Source: an optimization exercise on an open RTL-to-GDS flow (aim: small area, a short achievable clock period and few clock cycles). Production flows keep margins and buffers that such runs may drop.
In this exercise RTL edits were held to simulation tests only and were not proved equivalent to the original.
Power is estimated from default activity; no workload was simulated.

==> design/flow/design.v <==
module fp_add_align (
    input  [31:0] a ,
    input  [31:0] b ,
    output [27:0] f ,
    output [7:0]  e ,
    output        s ,
    output        zs ,
    output        nan ,
    output        inf ,
    output        infs
);
wire        a_nz = |a[30:23] ;
wire        b_nz = |b[30:23] ;
wire [7:0]  ea   = {a[30:24], a[23] | ~a_nz} ;
wire [7:0]  eb   = {b[30:24], b[23] | ~b_nz} ;
wire [7:0]  d_ab = ea - eb ;
wire [7:0]  d_ba = eb - ea ;
wire        swap = b[30:0] > a[30:0] ;
wire [23:0] mbig = swap ? {b_nz, b[22:0]} : {a_nz, a[22:0]} ;
wire [23:0] msml = swap ? {a_nz, a[22:0]} : {b_nz, b[22:0]} ;
wire [7:0]  d    = swap ? d_ba : d_ab ;
wire        sub  = a[31] ^ b[31] ;
assign e  = swap ? eb : ea ;
assign s  = swap ? b[31] : a[31] ;
assign zs = a[31] & b[31] ;
wire        dbig = |d[7:5] ;
wire [26:0] y0 = {msml, 3'b000} ;
wire [26:0] y1 = d[0] ? {1'd0,  y0[26:1]}  : y0 ;
wire [26:0] y2 = d[1] ? {2'd0,  y1[26:2]}  : y1 ;
wire [26:0] y3 = d[2] ? {4'd0,  y2[26:4]}  : y2 ;
wire [26:0] y4 = d[3] ? {8'd0,  y3[26:8]}  : y3 ;
wire [26:0] y5 = (d[4] | dbig) ? ((d[4] & ~dbig) ? {16'd0, y4[26:16]} : 27'd0) : y4 ;
reg  [23:0] lmask ;
integer i ;
always @(*)
  for (i = 0; i < 24; i = i + 1) lmask[i] = dbig | (d[4:0] > i + 3) ;
wire        lost = |(msml & lmask) ;
wire [26:0] y  = {y5[26:1], y5[0] | lost} ;
wire [26:0] x  = {mbig, 3'b000} ;
wire [27:0] fs = {1'b0, x} + {1'b0, y ^ {27{sub}}} + {27'd0, sub} ;
assign f = {fs[27] & ~sub, fs[26:0]} ;
wire nan_a = (&a[30:23]) & (|a[22:0]) ;
wire nan_b = (&b[30:23]) & (|b[22:0]) ;
wire inf_a = (&a[30:23]) & ~(|a[22:0]) ;
wire inf_b = (&b[30:23]) & ~(|b[22:0]) ;
assign nan  = nan_a | nan_b | (inf_a & inf_b & sub) ;
assign inf  = inf_a | inf_b ;
assign infs = inf_a ? a[31] : b[31] ;
endmodule
module fp_add_round (
    input      [27:0] f ,
    input      [7:0]  e ,
    input             s ,
    input             zs ,
    input             nan ,
    input             inf ,
    input             infs ,
    output reg [31:0] z ,
    output reg [2:0]  exc
);
wire        fr  = f[27] ;
wire        fl  = ~f[27] & ~f[26] & (e != 8'd1) ;
wire [26:0] m   = fr ? {1'b1, f[26:2], f[1] | f[0]} : fl ? {f[25:0], 1'b0} : f[26:0] ;
wire        rup = m[2] & (m[3] | m[1] | m[0]) ;
wire [24:0] r   = {1'b0, m[26:3]} + {24'd0, rup} ;
wire [8:0]  em1 = {1'b0, e} - 9'd1 ;
wire [8:0]  e0  = {1'b0, e} ;
wire [8:0]  ep1 = {1'b0, e} + 9'd1 ;
wire [8:0]  ep2 = {1'b0, e} + 9'd2 ;
wire [8:0]  fe  = r[24] ? (fr ? ep2 : fl ? e0 : ep1) : (fr ? ep1 : fl ? em1 : e0) ;
wire        fovf  = fe >= 9'd255 ;
wire        fnorm = r[24] | r[23] ;
wire        near = ~f[27] & ~f[26] & ~f[25] ;
reg  [24:0] mark ;
integer i ;
always @(*)
  for (i = 0; i < 25; i = i + 1) mark[i] = (e == 8'd25 - i) ;
wire [24:0] n  = f[26:2] ;
wire [31:0] nm = {n | mark, 7'h7F} ;
wire [4:0]  lz = lzc32(nm) ;
wire [24:0] n1 = lz[4] ? {n[8:0],   16'd0} : n ;
wire [24:0] n2 = lz[3] ? {n1[16:0],  8'd0} : n1 ;
wire [24:0] n3 = lz[2] ? {n2[20:0],  4'd0} : n2 ;
wire [24:0] n4 = lz[1] ? {n3[22:0],  2'd0} : n3 ;
wire [24:0] n5 = lz[0] ? {n4[23:0],  1'd0} : n4 ;
wire [7:0]  ne = e - {3'd0, lz} ;
always @(*) begin
  if (nan) begin
    z = 32'h7FC00000 ; exc = 3'b100 ;
  end
  else if (inf) begin
    z = {infs, 8'hFF, 23'd0} ; exc = 3'b011 ;
  end
  else if (near) begin
    z   = {(|n) ? s : zs, n5[24] ? ne : 8'd0, n5[23:1]} ;
    exc = (~n5[24] & (|n5[23:1])) ? 3'b001 : 3'b000 ;
  end
  else if (fovf) begin
    z = {s, 8'hFF, 23'd0} ; exc = 3'b010 ;
  end
  else begin
    z   = {s, fnorm ? fe[7:0] : 8'd0, r[22:0]} ;
    exc = (~fnorm & (|r[22:0])) ? 3'b001 : 3'b000 ;
  end
end
function automatic [4:0] lzc32(input [31:0] v);
  reg [15:0] h ; reg [7:0] q ; reg [3:0] o ; reg [1:0] t ;
  begin
    lzc32[4] = ~(|v[31:16]) ;
    h = lzc32[4] ? v[15:0] : v[31:16] ;
    lzc32[3] = ~(|h[15:8]) ;
    q = lzc32[3] ? h[7:0] : h[15:8] ;
    lzc32[2] = ~(|q[7:4]) ;
    o = lzc32[2] ? q[3:0] : q[7:4] ;
    lzc32[1] = ~(|o[3:2]) ;
    t = lzc32[1] ? o[1:0] : o[3:2] ;
    lzc32[0] = ~t[1] ;
  end
endfunction
endmodule
module fpu_add (
    input             CLK ,
    input             RSTn ,
    input      [31:0] Datain1 ,
    input      [31:0] Datain2 ,
    input             Data_valid ,
    output     [31:0] Dataout ,
    output            Dataout_valid ,
    output     [2:0]  Exc
);
wire [27:0] f_d ;
wire [7:0]  e_d ;
wire        s_d, zs_d, nan_d, inf_d, infs_d ;
reg  [27:0] f_q ;
reg  [7:0]  e_q ;
reg         s_q, zs_q, nan_q, inf_q, infs_q ;
reg         valid_q ;
fp_add_align u_align (
    .a     (Datain1),
    .b     (Datain2),
    .f     (f_d),
    .e     (e_d),
    .s     (s_d),
    .zs    (zs_d),
    .nan   (nan_d),
    .inf   (inf_d),
    .infs  (infs_d)
);
always @(posedge CLK) begin
  valid_q <= Data_valid & RSTn ;
  f_q     <= f_d ;
  e_q     <= e_d ;
  s_q     <= s_d ;
  zs_q    <= zs_d ;
  nan_q   <= nan_d ;
  inf_q   <= inf_d ;
  infs_q  <= infs_d ;
end
fp_add_round u_round (
    .f     (f_q),
    .e     (e_q),
    .s     (s_q),
    .zs    (zs_q),
    .nan   (nan_q),
    .inf   (inf_q),
    .infs  (infs_q),
    .z     (Dataout),
    .exc   (Exc)
);
assign Dataout_valid = valid_q ;
endmodule
==> design/flow/run.sh <==
#!/bin/bash
# synth_recipe.tcl (not shown) runs the flow's synth.tcl, then flattens the netlist and writes it again
# the make line also repeats each setting of config.mk as NAME=value (left out here)
make -C /OpenROAD-flow-scripts/flow DESIGN_CONFIG=/design/flow/config.mk WORK_HOME=/design/flow/orfs CLKGATE_MAP_FILE= SYNTH_SCRIPT=/design/flow/synth_recipe.tcl finish
==> design/flow/config.mk <==
export PLATFORM = sky130hd
export DESIGN_NAME = fpu_add
export DESIGN_NICKNAME = fpu_add
export VERILOG_FILES = /design/flow/design.v
export SDC_FILE = /design/flow/constraint.sdc
export NUM_CORES = 4
export LEC_CHECK = 0
export CAP_MARGIN = 20
export CORE_MARGIN = 2
export CORE_UTILIZATION = 40
export SLEW_MARGIN = 20
==> design/flow/constraint.sdc <==
create_clock -name core_clock -period 10.0 [get_ports {CLK}]
set_input_delay 2.0000 -clock core_clock [delete_from_list [all_inputs] [get_ports {CLK}]]
set_output_delay 2.0000 -clock core_clock [all_outputs]
set_load 0.01 [all_outputs]
==> summary.txt <==
Timing
  – F_max: 108 MHz
  – Slew margin rel.: 31.0%
  – Worst-Margin Slew: 1.03 ns
  – Fin Setup TNS: 0 ns
  – RSZ-0062 raised after global routing: false
  – Final hold violation count: 0
  – Final clock period utilization by the worst path: 92.7%
  – Pins Over Slew Limit: 0
  – # setup viols final: 0
  – Final Critical Period: 9.27 ns

GRT
  – First-pass GRT wire length: 72.4 mm
  – Vias in the first global route: 12900
  – GRT Residual Overflow: 0
  – Initial antenna violation count: 0
  – Tot GR Track Use: 29.7%
  – Largest net degree at the start of global routing: 42

Drt
  – Vias per std cell: 6.34
  – Total Routed Length: 45.9 mm
  – Number of DRC markers in iteration 0: 1493
  – Vias: 13400
  – Avg WL per Cell: 21.7 µm
  – Detail Route Antenna Nets: 0
  – # DRC: 0
  – First-pass DRT Iterations: 6

Layout
  – Area Overhead vs Synth: 12.7%
  – Fin util: 46.2%
  – NumNets Final: 1887
  – Fraction of layout cells with a size suffix above 1: 6.45%
  – ANT cells: 0

Critical path
  – Crit-path max FO: 27
  – Worst path top cell family by delay: compound AO/OA/AOI/OAI gates
  – Worst setup path category: register to output pin
  – Worst setup SP type: register
  – Crit end category: output pin
  – Most used cell, CP: buf_4
  – Worst path slowest cell: a211oi_1
  – CP Cell Sequence: inv_1 -> ha_1 -> a31oi_4 -> buf_4 -> nand3_1 -> a211oi_1 -> or2_1 -> inv_2 -> a22oi_1 -> o31ai_1 -> a2111o_1 -> a21bo_2 -> buf_4 -> mux2i_1 -> o21ai_0 -> a211o_1 -> nor4_1 -> o22ai_1 -> clkdlybuf4s50_1
  – CP required: 8.00 ns
  – Critical Path AT: 7.27 ns
  – WP buf/inv: 5
  – CP max stage delay: 0.66 ns

Floorplanning
  – I/O pin count: 103
  – Initial Util: 41.0%
  – Die X: 173 µm
  – Die area: 30100 µm²
  – Die Ht: 173 µm
  – FP Rows: 61
  – Core area: 28000 µm²

Job
  – Max-Cap Viols: 0

Power
  – Worst vdd ir: 0.000105 V
  – Seq pwr share: 13.5%
  – Clk pwr share: 5.4%
  – Net Sw Power: 1.65 mW
  – Pleak: 5.28 nW
  – Pint: 1.35 mW
  – Combinational power share: 81.1%
  – PD cells: 232 nW/µm²
  – Sw Share: 55.0%

Logic synthesis
  – Synth Register Bits: 42
  – Synth Flop Type: dfxtp_1
  – Most common cell in the netlist: nand2_1
  – Asr flop ratio synth: 0%
  – Sequential area share after synthesis: 7.33%
  – Syn_nets: 1863
  – Synth cell types: 97
  – Post-Syn Area: 11500 µm²
  – Yosys top cell area share: 10.9%
  – Mapped Cells: 1712
  – Synth top area cells: mux2i_1, ha_1, dfxtp_1, nand2_1, a21oi_1
  – Yosys warns: 3
  – Top cells by count, synth: nand2_1, a21oi_1, o21ai_0, nor2_1, mux2i_1
  – Leading area contributor after synthesis: mux2i_1
  – Syn Area/Cell: 6.70 µm²
  – EDFF count, synth: 0

Clock network
  – Clock buffer count from CTS: 5
  – TritonCTS clock tree: built
  – Clk root buf: clkbuf_16
  – Clock tree buffer depth: 2
  – H-tree depth: 2
  – Clock transition at the registers of the reported paths: 0.06 ns
  – CTS Sinks: 42
  – Post-CTS Setup Repair Bufs: 0
  – Cts repair resizes: 0
  – Hold buffer count at CTS: 0

Placed design
  – HPWL after DPL: 36.3 mm
  – I/O Buffers: 102
  – Routability Congestion: 1.01

Worst hold path
  – HP Class: primary input to register

Status
  – Status: finished clean
## registers in the layout, indices dropped and copies added, names as in the netlist
signal and count:
nan_q 1, valid_q 1, zs_q 1, s_q 1
inf_q 1, f_q 28, e_q 8, infs_q 1
## cells in the final DEF, fill, tap and decap left out, types with 9 or more instances in the layout
| cell | n |
|---|---|
| xor2_1 | 15 |
| o22ai_1 | 11 |
| nand2b_1 | 10 |
| a211oi_1 | 35 |
| nor4_1 | 19 |
| nand4_1 | 33 |
| mux2i_1 | 125 |
| dfxtp_1 | 41 |
| clkdlybuf4s50_1 | 102 |
| nor3_1 | 27 |
| mux2_2 | 15 |
| nand2_1 | 217 |
| or3_1 | 9 |
| inv_1 | 73 |
| ha_1 | 81 |
| a221o_1 | 12 |
| o21ai_0 | 133 |
| o31ai_1 | 18 |
| and2_1 | 20 |
| xnor2_1 | 72 |
| a31oi_1 | 16 |
| o211ai_1 | 11 |
| nand3_1 | 65 |
| nor2_1 | 132 |
| buf_4 | 47 |
| and3_1 | 25 |
| a21oi_1 | 153 |
| nor2b_1 | 20 |
| or4_1 | 11 |
| a21o_1 | 21 |
## cells by family after synthesis
kind of cell	count (synthesis)	synth area share, %
XOR/XNOR	87	6.64
AO/OA/AOI/OAI	515	28.8
flip-flops	42	7.33
buffers and inverters	213	7.65
multiplexers	148	13.8
AND/OR/NAND/NOR	621	26.3
adder cells (fa/ha/maj)	86	9.53
## power groups by stage
stage               sequential, mW  combinational [mW]  clock, mW
finish                       0.406                2.43      0.162
global route                 0.413                2.64      0.174
CTS                          0.397                2.40      0.168
detailed placement           0.401                2.38          0
global placement             0.404                2.38          0
floorplan                    0.260                1.74          0
## metal layers
metal | vias to the layer above | share of wire (%) | GRT usage [%]
li1 | 6328 | - | -
met4 | 0 | 5.7 | 16.0
met5 | - | 0 | 0
met3 | 143 | 6.7 | 2.00
met2 | 693 | 46 | 50.9
met1 | 6240 | 41 | 37.1
## metrics by stage
stage | worst slack [ns] | total power [mW] | hold slack, ns | area, µm² | cells
floorplan | 1.91 | 2.00 | 2.10 | 11500 | 1712
finish | 0.725 | 3.00 | 2.27 | 12900 | 2115
global route | 0.388 | 3.22 | 2.27 | 12900 | 2115
CTS | 0.869 | 2.96 | 2.26 | 12900 | 2115
detailed placement | 0.803 | 2.78 | 2.57 | 12800 | 2107
global placement | 1.02 | 2.78 | 2.57 | 12800 | 2107
## cell type report
cell class | instances | area (µm²)
Sequential cell | 42 | 842
Fill cell | 2929 | 15100
Inverter | 81 | 307
Clock buffer | 5 | 125
Timing Repair Buffer | 149 | 1370
Multi-Input combinational cell | 1457 | 9780
Clock inverter | 3 | 28.8
Tap cell | 378 | 473
## path summary, 6_finish.rpt
check	start	end	slack (ns)	cells past startpoint
worst max-delay path	e_q[1]	Exc[0]	0.73	19
worst min-delay path	RSTn	valid_q	2.27	2
Testbench counts, summed over its fixed seeds: cycles 40,000.

==> afterwards: timing with drivers on the ports <==
How much do the figures lean on ideal ports? The routed layout below was timed once more, with nothing changed but the port constraints. Step 1 (the two cells are an assumption about what drives the block):
set clk [get_ports {CLK}]
set_driving_cell -lib_cell sky130_fd_sc_hd__clkbuf_16 $clk
set_driving_cell -lib_cell sky130_fd_sc_hd__buf_2 [delete_from_list [all_inputs] $clk]
Step 2 moves the port delays by t, midway between the first and last clock arrival at a register: inputs arrive t later, outputs are due t later. That takes back most of the time a late clock gives input paths. a / b / c = ideal ports / drivers / drivers and shift; a / b = the first two.
shift t [ns]: 0.323
setup WS [ns]: 0.725 / 0.686 / 0.642
clock arrival spread, ns: 0.003 / 0.003
After both steps setup and hold are still met in this run. For this run, drivers alone change the setup slack by -0.039 ns; drivers and shift together by -0.083 ns.
